From an optimization exercise on the open Yosys and OpenROAD flow, aimed at small area and a short achievable clock period; shortcuts taken in it are not production practice. Only simulation tests tie the RTL to the original design; equivalence was not proved. The flow treats the clock pin as an ideal source. Dropping or thinning the clock tree relies on that and would not hold on a real chip. Power is estimated from default activity; no workload was simulated.

==> flow/run.sh <==
#!/bin/bash
# The standard layout, with these changes:
# - the port buffers that every input and output gets are buf_2 cells (ORFS
#   picks a slow delay cell otherwise, which its repair then leaves alone);
# - denser core (62 %) and larger clock-tree sink clusters (fewer leaf buffers);
# - after clock tree synthesis, flow/clock_top.tcl rebuilds the top of the
#   tree: the leaf buffers stay, everything above them is replaced by 4
#   buffers that the clock port drives directly, one per quarter of the core,
#   so every register's clock arrives earlier, all alike.  The two levels
#   are inverters (clkinv_16 at the top, inv_16 at the leaves), which are
#   faster than buffers; two inversions keep every register on the rising
#   edge of the clock port.
# The clock period, constraints and every other step are unchanged.
set -euo pipefail
MARGIN=${MARGIN:-5.85}
KNOBS="CORE_UTILIZATION=62 SETUP_SLACK_MARGIN=$MARGIN CTS_CLUSTER_SIZE=25 CTS_CLUSTER_DIAMETER=60"
PORTS="BUFFER_PORTS_ARGS=-buffer_cell sky130_fd_sc_hd__buf_2"
bash standard.sh $KNOBS "$PORTS" cts > standard_cts.log 2>&1
R=orfs/results/sky130hd/game_logic/base
LEAF_CELL=sky130_fd_sc_hd__inv_16 TOP_CELL=sky130_fd_sc_hd__clkinv_16 ODB=$R/4_cts.odb ODB_OUT=$R/4_cts.odb openroad -no_init -exit flow/clock_top.tcl > clock_top.log 2>&1
bash standard.sh $KNOBS "$PORTS" finish > standard.log 2>&1
==> flow/clock_top.tcl <==
read_db $::env(ODB)
set block [ord::get_db_block]
set port_net [$block findNet clock]

proc out_net { inst } {
  foreach it [$inst getITerms] {
    if { [$it isOutputSignal] } { return [$it getNet] }
  }
  foreach it [$inst getITerms] {
    if { [[$it getMTerm] getIoType] == "OUTPUT" } { return [$it getNet] }
  }
  return ""
}
proc in_iterm { inst } {
  foreach it [$inst getITerms] {
    if { [$it isInputSignal] } { return $it }
  }
  return ""
}
# a clock buffer whose output drives something (CTS also adds buffers with a
# free output as dummy loads; those count as sinks)
proc is_dummy { inst } {
  if { ![string match "sky130_fd_sc_hd__clkbuf_*" [[$inst getMaster] getName]] } { return 0 }
  return [expr {![is_buf $inst]}]
}
proc is_buf { inst } {
  if { ![string match "sky130_fd_sc_hd__clkbuf_*" [[$inst getMaster] getName]] } { return 0 }
  set onet [out_net $inst]
  if { $onet == "" || $onet == "NULL" } { return 0 }
  return [expr {[llength [$onet getITerms]] > 1}]
}

# walk the tree from the port
set upper {}
set leaves {}
set front [list $port_net]
while { [llength $front] } {
  set next {}
  foreach net $front {
    foreach it [$net getITerms] {
      if { ![$it isInputSignal] } { continue }
      set inst [$it getInst]
      if { ![is_buf $inst] } { continue }
      set onet [out_net $inst]
      set drives_buf 0
      set drives_sink 0
      foreach lt [$onet getITerms] {
        if { [$lt getInst] == $inst } { continue }
        if { [is_dummy [$lt getInst]] } { continue }
        if { [is_buf [$lt getInst]] } { set drives_buf 1 } else { set drives_sink 1 }
      }
      if { $drives_sink } {
        if { $drives_buf } {
          puts "[$inst getName] drives both buffers and registers: the tree is left as it is"
          write_db $::env(ODB_OUT)
          exit
        }
        lappend leaves $inst
      } else {
        lappend upper $inst
        lappend next $onet
      }
    }
  }
  set front $next
}
foreach it [$port_net getITerms] {
  if { ![is_buf [$it getInst]] } { error "the clock port drives a non-buffer" }
}
puts "[llength $upper] upper buffers, [llength $leaves] leaf buffers"
if { [llength $leaves] < 5 } {
  puts "too few leaves: the tree is left as it is"
  write_db $::env(ODB_OUT)
  exit
}

# replace a cell by one of another master, keeping its input and output nets
proc replace_cell { inst master } {
  set block [$inst getBlock]
  set name [$inst getName]
  set in_net [[in_iterm $inst] getNet]
  set o_net [out_net $inst]
  set loc [$inst getLocation]
  odb::dbInst_destroy $inst
  set ni [odb::dbInst_create $block $master $name]
  $ni setLocation [lindex $loc 0] [lindex $loc 1]
  $ni setPlacementStatus PLACED
  foreach it [$ni getITerms] {
    set sig [[$it getMTerm] getSigType]
    if { $sig == "POWER" || $sig == "GROUND" } { continue }
    if { [$it isOutputSignal] } { $it connect $o_net } elseif { [$it isInputSignal] } { $it connect $in_net }
  }
  return $ni
}
if { [info exists ::env(LEAF_CELL)] } {
  set lm [[$block getDataBase] findMaster $::env(LEAF_CELL)]
  set leaves [lmap b $leaves {replace_cell $b $lm}]
  puts "leaf buffers are now $::env(LEAF_CELL)"
}

# remove the upper levels, with any dummy loads on their nets
set dummy_list {}
foreach net [concat [list $port_net] [lmap b $upper {out_net $b}]] {
  foreach it [$net getITerms] {
    set inst [$it getInst]
    if { [$it isInputSignal] && [is_dummy $inst] } { lappend dummy_list $inst }
  }
}
set dummies [llength $dummy_list]
foreach inst $dummy_list { odb::dbInst_destroy $inst }
foreach b $leaves { [in_iterm $b] disconnect }
foreach b $upper {
  set onet [out_net $b]
  odb::dbInst_destroy $b
  odb::dbNet_destroy $onet
}
puts "removed [llength $upper] upper buffers and $dummies dummy loads"

# split the leaves into 4 groups: halves by x, then each half by y
proc centre { inst } {
  set bb [$inst getBBox]
  return [list [expr {([$bb xMin] + [$bb xMax]) / 2}] [expr {([$bb yMin] + [$bb yMax]) / 2}]]
}
set pts {}
foreach b $leaves { lappend pts [concat [list $b] [centre $b]] }
set pts [lsort -integer -index 1 $pts]
set h [expr {[llength $pts] / 2}]
set groups {}
foreach half [list [lrange $pts 0 [expr {$h - 1}]] [lrange $pts $h end]] {
  set half [lsort -integer -index 2 $half]
  set q [expr {[llength $half] / 2}]
  lappend groups [lrange $half 0 [expr {$q - 1}]] [lrange $half $q end]
}
set db [$block getDataBase]
set top_cell sky130_fd_sc_hd__clkbuf_16
if { [info exists ::env(TOP_CELL)] } { set top_cell $::env(TOP_CELL) }
set master [$db findMaster $top_cell]

set n 0
foreach grp $groups {
  incr n
  set nb [odb::dbInst_create $block $master "clkbuf_top_${n}_clock"]
  set nnet [odb::dbNet_create $block "clknet_top_${n}_clock"]
  $nnet setSigType CLOCK
  set sx 0; set sy 0
  foreach p $grp {
    [in_iterm [lindex $p 0]] connect $nnet
    incr sx [lindex $p 1]; incr sy [lindex $p 2]
  }
  $nb setLocation [expr {$sx / [llength $grp]}] [expr {$sy / [llength $grp]}]
  $nb setPlacementStatus PLACED
  foreach nit [$nb getITerms] {
    set sig [[$nit getMTerm] getSigType]
    if { $sig == "POWER" || $sig == "GROUND" } { continue }
    if { [$nit isOutputSignal] } { $nit connect $nnet } elseif { [$nit isInputSignal] } { $nit connect $port_net }
  }
  puts "clkbuf_top_${n}_clock drives [llength $grp] leaf buffers"
}
puts "clock port now drives [llength [$port_net getITerms]] cell pins"
detailed_placement
check_placement
write_db $::env(ODB_OUT)
==> standard.sh <==
#!/bin/bash
# synth_recipe.tcl (not shown) runs the flow's synth.tcl, then flattens the netlist and writes it again
# the make line also repeats each setting of config.mk as NAME=value (left out here)
make -C /OpenROAD-flow-scripts/flow DESIGN_CONFIG=/design/flow/config.mk WORK_HOME=/design/flow/orfs CLKGATE_MAP_FILE= SYNTH_SCRIPT=/design/flow/synth_recipe.tcl "${@:-finish}"
==> config.mk <==
export PLATFORM = sky130hd
export DESIGN_NAME = game_logic
export DESIGN_NICKNAME = game_logic
export VERILOG_FILES = /design/flow/design.v
export SDC_FILE = /design/flow/constraint.sdc
export NUM_CORES = 4
export LEC_CHECK = 0
export CAP_MARGIN = 20
export CORE_MARGIN = 2
export CORE_UTILIZATION = 40
export SLEW_MARGIN = 20
==> constraint.sdc <==
create_clock -name core_clock -period 8.0 [get_ports {clock}]
set_input_delay 1.6000 -clock core_clock [delete_from_list [all_inputs] [get_ports {clock}]]
set_output_delay 1.6000 -clock core_clock [all_outputs]
set_load 0.01 [all_outputs]
==> design.v <==
module debouncer(
    input clk,
    input resetn,
    input noisy_signal,
    output reg debounced_signal
);
    reg [6:0] counter;
    reg last_stable_signal;
    wire changed = noisy_signal ^ last_stable_signal;
    wire at_interval = ~counter[5] & ~counter[3] & counter[2] & ~counter[1] & counter[0];
    always @(posedge clk or negedge resetn) begin
        if (!resetn) begin
            debounced_signal <= 0;
            last_stable_signal <= 0;
        end else begin
            last_stable_signal <= noisy_signal;
            if (at_interval)
                debounced_signal <= (noisy_signal & last_stable_signal) |
                                    (noisy_signal & debounced_signal) |
                                    (last_stable_signal & debounced_signal);
        end
    end
    always @(posedge clk)
        counter <= changed ? 7'd0 : {~counter[5:0], ~(counter[0] ^ counter[6])};
endmodule
module reset_debouncer(
    input clk,
    input resetn,
    output reg debounced_signal
);
    reg [6:0] counter;
    always @(posedge clk or negedge resetn) begin
        if (!resetn) begin
            counter <= 0;
            debounced_signal <= 0;
        end else begin
            counter <= {~counter[5:0], ~(counter[0] ^ counter[6])};
            if (counter[6] & counter[4] & ~counter[3] & counter[2] & ~counter[1])
                debounced_signal <= 1'b1;
        end
    end
endmodule
module game_logic(
	input clock,
	input resetn,
	input button1,
	input button0,
	input [7:0]player_input,
	output reg [2:0] colour,
	output [9:0] x,
	output [8:0] y,
	output reg plot
);
	reg [8:0] xr;
	reg [7:0] yr;
	assign x = {1'b0, xr};
	assign y = {1'b0, yr};
	wire [9:0] debounced_input;
	wire debounced_resetn;
	genvar g;
	generate
		for (g = 0; g < 8; g = g + 1) begin : deb_col
			debouncer d(.clk(clock), .resetn(resetn), .noisy_signal(player_input[g]),
				.debounced_signal(debounced_input[g]));
		end
	endgenerate
	debouncer debounce_8(.clk(clock), .resetn(resetn), .noisy_signal(button1),
		.debounced_signal(debounced_input[8]));
	debouncer debounce_9(.clk(clock), .resetn(resetn), .noisy_signal(button0),
		.debounced_signal(debounced_input[9]));
	reset_debouncer debounce_reset(.clk(clock), .resetn(resetn),
		.debounced_signal(debounced_resetn));
	reg [2:0] height [0:7];
	reg [5:0] same [0:7];
	reg turn;
	reg win_flag;
	function above(input [2:0] h, input integer k);
		case (k)
			0: above = h[2] | h[1] | h[0];
			1: above = h[2] | h[1];
			2: above = h[2] | (h[1] & h[0]);
			3: above = h[2];
			4: above = h[2] & (h[1] | h[0]);
			default: above = h[2] & h[1];
		endcase
	endfunction
	function [2:0] inc(input [2:0] h);
		inc = {h[2] | (h[1] & h[0]), h[1] ^ h[0], ~h[0]};
	endfunction
	reg [5:0] mine [0:7];
	integer c, k;
	always @* begin
		for (c = 0; c < 8; c = c + 1)
			for (k = 0; k < 6; k = k + 1)
				mine[c][k] = above(height[c], k) & same[c][k];
	end
	reg line;
	always @* begin
		line = 1'b0;
		for (c = 0; c < 8; c = c + 1)
			for (k = 0; k < 6; k = k + 1) begin
				if (k < 3)
					line = line | (mine[c][k] & mine[c][k+1] & mine[c][k+2] & mine[c][k+3]);
				if (c < 5)
					line = line | (mine[c][k] & mine[c+1][k] & mine[c+2][k] & mine[c+3][k]);
				if (c < 5 && k < 3)
					line = line | (mine[c][k] & mine[c+1][k+1] & mine[c+2][k+2] & mine[c+3][k+3]);
				if (c < 5 && k > 2)
					line = line | (mine[c][k] & mine[c+1][k-1] & mine[c+2][k-2] & mine[c+3][k-3]);
			end
	end
	wire button_ok = turn ? debounced_input[8] : debounced_input[9];
	reg [7:0] place;
	always @* begin
		for (c = 0; c < 8; c = c + 1)
			place[c] = debounced_input[c] & ~(height[c][2] & height[c][1]) & button_ok;
	end
	wire any_place = |place;
	function mod5is(input [5:0] q, input integer r);
		integer n;
		begin
			mod5is = 1'b0;
			for (n = r; n < 46; n = n + 5)
				if (q == n) mod5is = 1'b1;
		end
	endfunction
	wire x_wrap = xr[8] & xr[6] & xr[5] & xr[3];    
	wire y_wrap = yr[7] & yr[6] & yr[5] & yr[4];    
	wire x_cell_end = (xr[2:0] == 3'd7) & mod5is(xr[8:3], 4);
	wire x_grid_end = (xr[2:0] == 3'd3) & mod5is(xr[8:3], 0);
	reg [7:0] col;       
	reg x_grid;
	reg [5:0] lvl;
	always @* begin
		for (k = 0; k < 6; k = k + 1)
			lvl[k] = (yr >= 40 * (5 - k)) && (yr < 40 * (6 - k));
	end
	wire y_grid = ~yr[2] & mod5is({1'b0, yr[7:3]}, 0);
	wire on_grid = x_grid | y_grid;
	reg cell_occ, cell_same;
	reg [2:0] hsel;
	reg [5:0] ssel;
	always @* begin
		hsel = 3'd0;
		ssel = 6'd0;
		for (c = 0; c < 8; c = c + 1) begin
			hsel = hsel | ({3{col[c]}} & height[c]);
			ssel = ssel | ({6{col[c]}} & same[c]);
		end
		cell_occ = 1'b0;
		cell_same = 1'b0;
		for (k = 0; k < 6; k = k + 1) begin
			cell_occ = cell_occ | (lvl[k] & above(hsel, k));
			cell_same = cell_same | (lvl[k] & ssel[k]);
		end
	end
	wire cell_own = cell_same ^ turn;
	always @(posedge clock) begin
		if (!debounced_resetn) begin
			xr <= 0;
			yr <= 0;
			colour <= 3'b000;
			plot <= 1'b0;
			col <= 8'd1;
			x_grid <= 1'b1;
			turn <= 1'b0;
			win_flag <= 1'b0;
			for (c = 0; c < 8; c = c + 1)
				height[c] <= 0;
		end else begin
			for (c = 0; c < 8; c = c + 1)
				if (place[c])
					height[c] <= inc(height[c]);
			if (any_place)
				turn <= ~turn;
			if (line)
				win_flag <= 1'b1;
			if (win_flag)
				colour <= turn ? 3'b100 : 3'b010;
			else if (on_grid)
				colour <= 3'b001;
			else if (cell_occ)
				colour <= cell_own ? 3'b010 : 3'b100;
			else
				colour <= 3'b111;
			if (x_wrap) begin
				xr <= 9'd0;
				col <= 8'd1;
				x_grid <= 1'b1;
				if (y_wrap)
					yr <= 8'd0;
				else
					yr <= yr + 8'd1;
			end else begin
				xr <= xr + 9'd1;
				if (x_cell_end) begin
					col <= col << 1;
					x_grid <= 1'b1;
				end else if (x_grid_end)
					x_grid <= 1'b0;
			end
			plot <= 1'b1;
		end
	end
	always @(posedge clock) begin
		for (c = 0; c < 8; c = c + 1)
			for (k = 0; k < 6; k = k + 1)
				same[c][k] <= ~above(height[c], k) | (same[c][k] ^ any_place);
	end
endmodule
==> results.cfg <==
[detailed_routing]
vias = 7677
vias_per_cell = 6.334
drc = 0
ant_nets = 0
drt_wl_total_um = 24750
routedWlPerCell_um = 20.42
drt_iter0_drc = 921
drt_pass1_iterations = 6

[final_layout]
layout-drive-gt1-share_pct = 13.91
antenna_cells = 0
finalNonFillerCells = 1212
nNetsFinal = 1062
final_cell_mix = nor2_1 (146), dfxtp_1 (138), xnor2_1 (62)
layout_commonest_cell = nor2_1
syn2layout_area_growth_pct = 12.02

[timing]
slew_headroom_pct = 53.67
period_share_pct = 28.11
worst_pin_slew_ps = 689.0
rsz0062_at_grt = yes
period_needed_ps = 2248
max_freq_mhz = 444.8
slew_viol_final = 0
hold_violations = 0
fin_worst_skew_ps = 30.63
postLayoutSetupSlackWorst_ps = 5752
tns_ps = 0
setup_viol = 0

[logic_synthesis]
avgSynthCellArea_um2 = 9.129
ys_warn_count = 6
synth_top_area_cell = dfxtp_1
synth_edf_count = 0
seq_area_frac_synth_pct = 45.88
synth.top_cells.by_area = dfxtp_1 (38%), dfrtp_1 (7.7%), nor2_1 (6.0%), xnor2_1 (6.0%), ha_1 (4.3%)
synth_area_um2 = 9120
synth_top_area_share_pct = 38.19
async_reset_ff_share_pct = 13.86
synth_ff_type = dfxtp_1
ys_types = 68
synth_seq_cells = 202
syn_inst = 999

[grt]
overflow = 0
antenna_found_initial = 0
grtUsageTotal_pct = 31.20
grt_pass1_vias = 7317
grt_first_pass_wirelength_um = 39400
grt_max_degree = 50

[hold_path]
hp-class = reg -> reg
hold_end = deb_col[6].d.counter[5]
holdPathStages = 1
hp-start = deb_col[6].d.counter[4]

[setup_path]
startpoint_type = register
worstPathMaxFanout = 2
path_cells = buf_6
cp-startpoint = yr[4]
arrival_ps = 650
rrSetupSlack_ps = 5820
worst_path_max_delay_cell = dfxtp_4
critPathKind = reg -> out
cp_top_family = flip-flops
worst-path-buf-inv = 1
r2r_cells = 8
worstReg2RegEnd = win_flag
end_kind = output pin
cp.required_ps = 6400
timing.rr.start = height[2][0]
critPathMaxStageDelay_ps = 360

[place]
pre_cts_ws_ps = 5454
gp_congestion = 1.005
place_hpwl_um = 17120
io_buffers = 32
dp.cells = 1160

[floorplan]
fp.dieW_um = 125.3
ios = 35
rows = 44
fp.coreArea_um2 = 14480
die_h_um = 125.3
start_util_pct = 62.99
die_area_um2 = 15700

[outcome]
outcome = no timing/DRC/antenna violations

[clock_tree]
clkTransAtPathRegs_ps = 80
clock_sinks = 202
clk_latency_ps = 190
cts-hold-fix-buffers = 0

[power]
finalPower_w = 0.002206
leakage_nw = 3.719
powerDensity_nw_per_um2 = 215.9
peakVddDrop_mv = 0.2159

[run]
max-cap-violations = 0
==> per-stage QoR <==
step | util [%] | hold WS, ps | area (um2)
6_report | 70.56 | 386.3 | 10220
2_1_floorplan | - | 345.4 | 9124
5_1_grt | 70.56 | 393.1 | 10220
3_3_place_gp | 63.77 | 365.8 | 9234
3_5_place_dp | 63.77 | 367.1 | 9234
4_1_cts | 70.08 | 379.5 | 10150
==> final cells by class <==
| type | count | area, um2 |
|---|---|---|
| Multi-Input combinational cell | 707 | 4597 |
| Sequential cell | 202 | 4272 |
| Fill cell | 1056 | 4263 |
| Inverter | 52 | 511.7 |
| Timing Repair Buffer | 56 | 481.7 |
| Tap cell | 184 | 230.2 |
| Clock inverter | 8 | 112.6 |
| Clock buffer | 3 | 11.26 |
==> Yosys cell counts (13+ instances only) <==
| library cell | n |
|---|---|
| dfxtp_1 | 174 |
| nor2_1 | 146 |
| xnor2_1 | 62 |
| nand2_1 | 61 |
| nand3_1 | 48 |
| a22oi_1 | 39 |
| o21ai_0 | 39 |
| inv_1 | 34 |
| ha_1 | 31 |
| dfrtp_1 | 28 |
| nor3_1 | 26 |
| clkbuf_1 | 24 |
| a21oi_1 | 22 |
| buf_2 | 22 |
| nor4_1 | 21 |
| xor2_1 | 21 |
| nand3b_1 | 20 |
| nand4_1 | 13 |
| o31ai_1 | 13 |
==> sequential cells by signal (all words and copies together) (netlist names) <==
signal,cells
deb_col.d.debounced_signal,8
same,48
turn,1
xr,9
yr,8
debounce_reset.counter,7
deb_col.d.counter,56
plot,1
debounce_9.debounced_signal,1
deb_col.d.last_stable_signal,8
debounce_8.debounced_signal,1
debounce_reset.debounced_signal,1
x_grid,1
col,8
height,24
debounce_9.counter,7
debounce_8.counter,7
debounce_9.last_stable_signal,1
win_flag,1
debounce_8.last_stable_signal,1
colour,3
==> power by group <==
group | total, W | switching (W) | internal, W
clock | 0.000724 | 0.000508 | 0.000216
combinational | 0.000318 | 0.000167 | 0.000151
sequential | 0.00116 | 0.0000749 | 0.00109
==> worst reg2reg max path, stage by stage, from the launching register on <==
cell      delay, ps
dfxtp_1         460
inv_1           120
ha_1            220
nand3b_1        380
nor3_1          340
nor4_1           80
o22ai_1         230
nor3_1           90
a41oi_1         170
==> metal layers <==
metal / share of wire, % / global-route usage, % / vias to the layer above
li1: - / - / 3591
met1: 42 / 42.30 / 3679
met2: 46 / 49.52 / 322
met3: 6.7 / 6.247 / 85
met4: 4.5 / 12.22 / 0
met5: 0 / 0 / -
==> logic make-up (layout without fill, tap and decap cells) <==
logic type | count (synthesis) | count (layout) | share of synthesized area [%]
mux | 9 | 9 | 1.002
other cells | 1 | 2 | 0.04112
flops | 202 | 202 | 45.88
simple gates | 376 | 376 | 20.25
compound gates | 205 | 206 | 15.93
buf+inv | 92 | 119 | 4.678
xor+xnor | 83 | 83 | 7.971
fa+ha+maj | 31 | 31 | 4.253
==> worst max path at each step <==
stage,slack (ps),end,cells past startpoint
2_1_floorplan,5880,deb_col[0].d.counter[0],2
3_3_place_gp,5500,y[5],1
3_5_place_dp,5450,y[5],1
4_1_cts,5420,y[4],1
5_1_grt,5730,y[4],1
6_report,5750,y[4],1
==> what timing repair did <==
item                       4_1_cts  5_1_grt
cloned                           0        1
setup endpoints to repair       71       91
buffers inserted                20        3
pin swaps                        0        3
gates resized for setup         71       24

[what the ideal ports hide]
Ports are ideal in the flow. The routed layout listed here was re-timed in OpenROAD.
Step 1 assumes that a clkbuf_16 drives the clock port and a buf_2 every other input.
Step 2 times the ports against the registers' clock, not the clock port: input delays grow and output delays shrink by t, the midpoint of the rising clock arrivals with the driver on.
Three values: no drivers, after step 1, after step 2; two values: the first two.
t, ns: 0.402
setup WS [ns]: 5.752 / 5.525 / 5.688
worst setup path after step 2: input to register
slew at the worst register clock pin (ns): 0.08 / 0.08
After both steps this run still meets setup and hold. For this run, drivers alone change the setup slack by -0.227 ns; drivers and shift together by -0.064 ns.
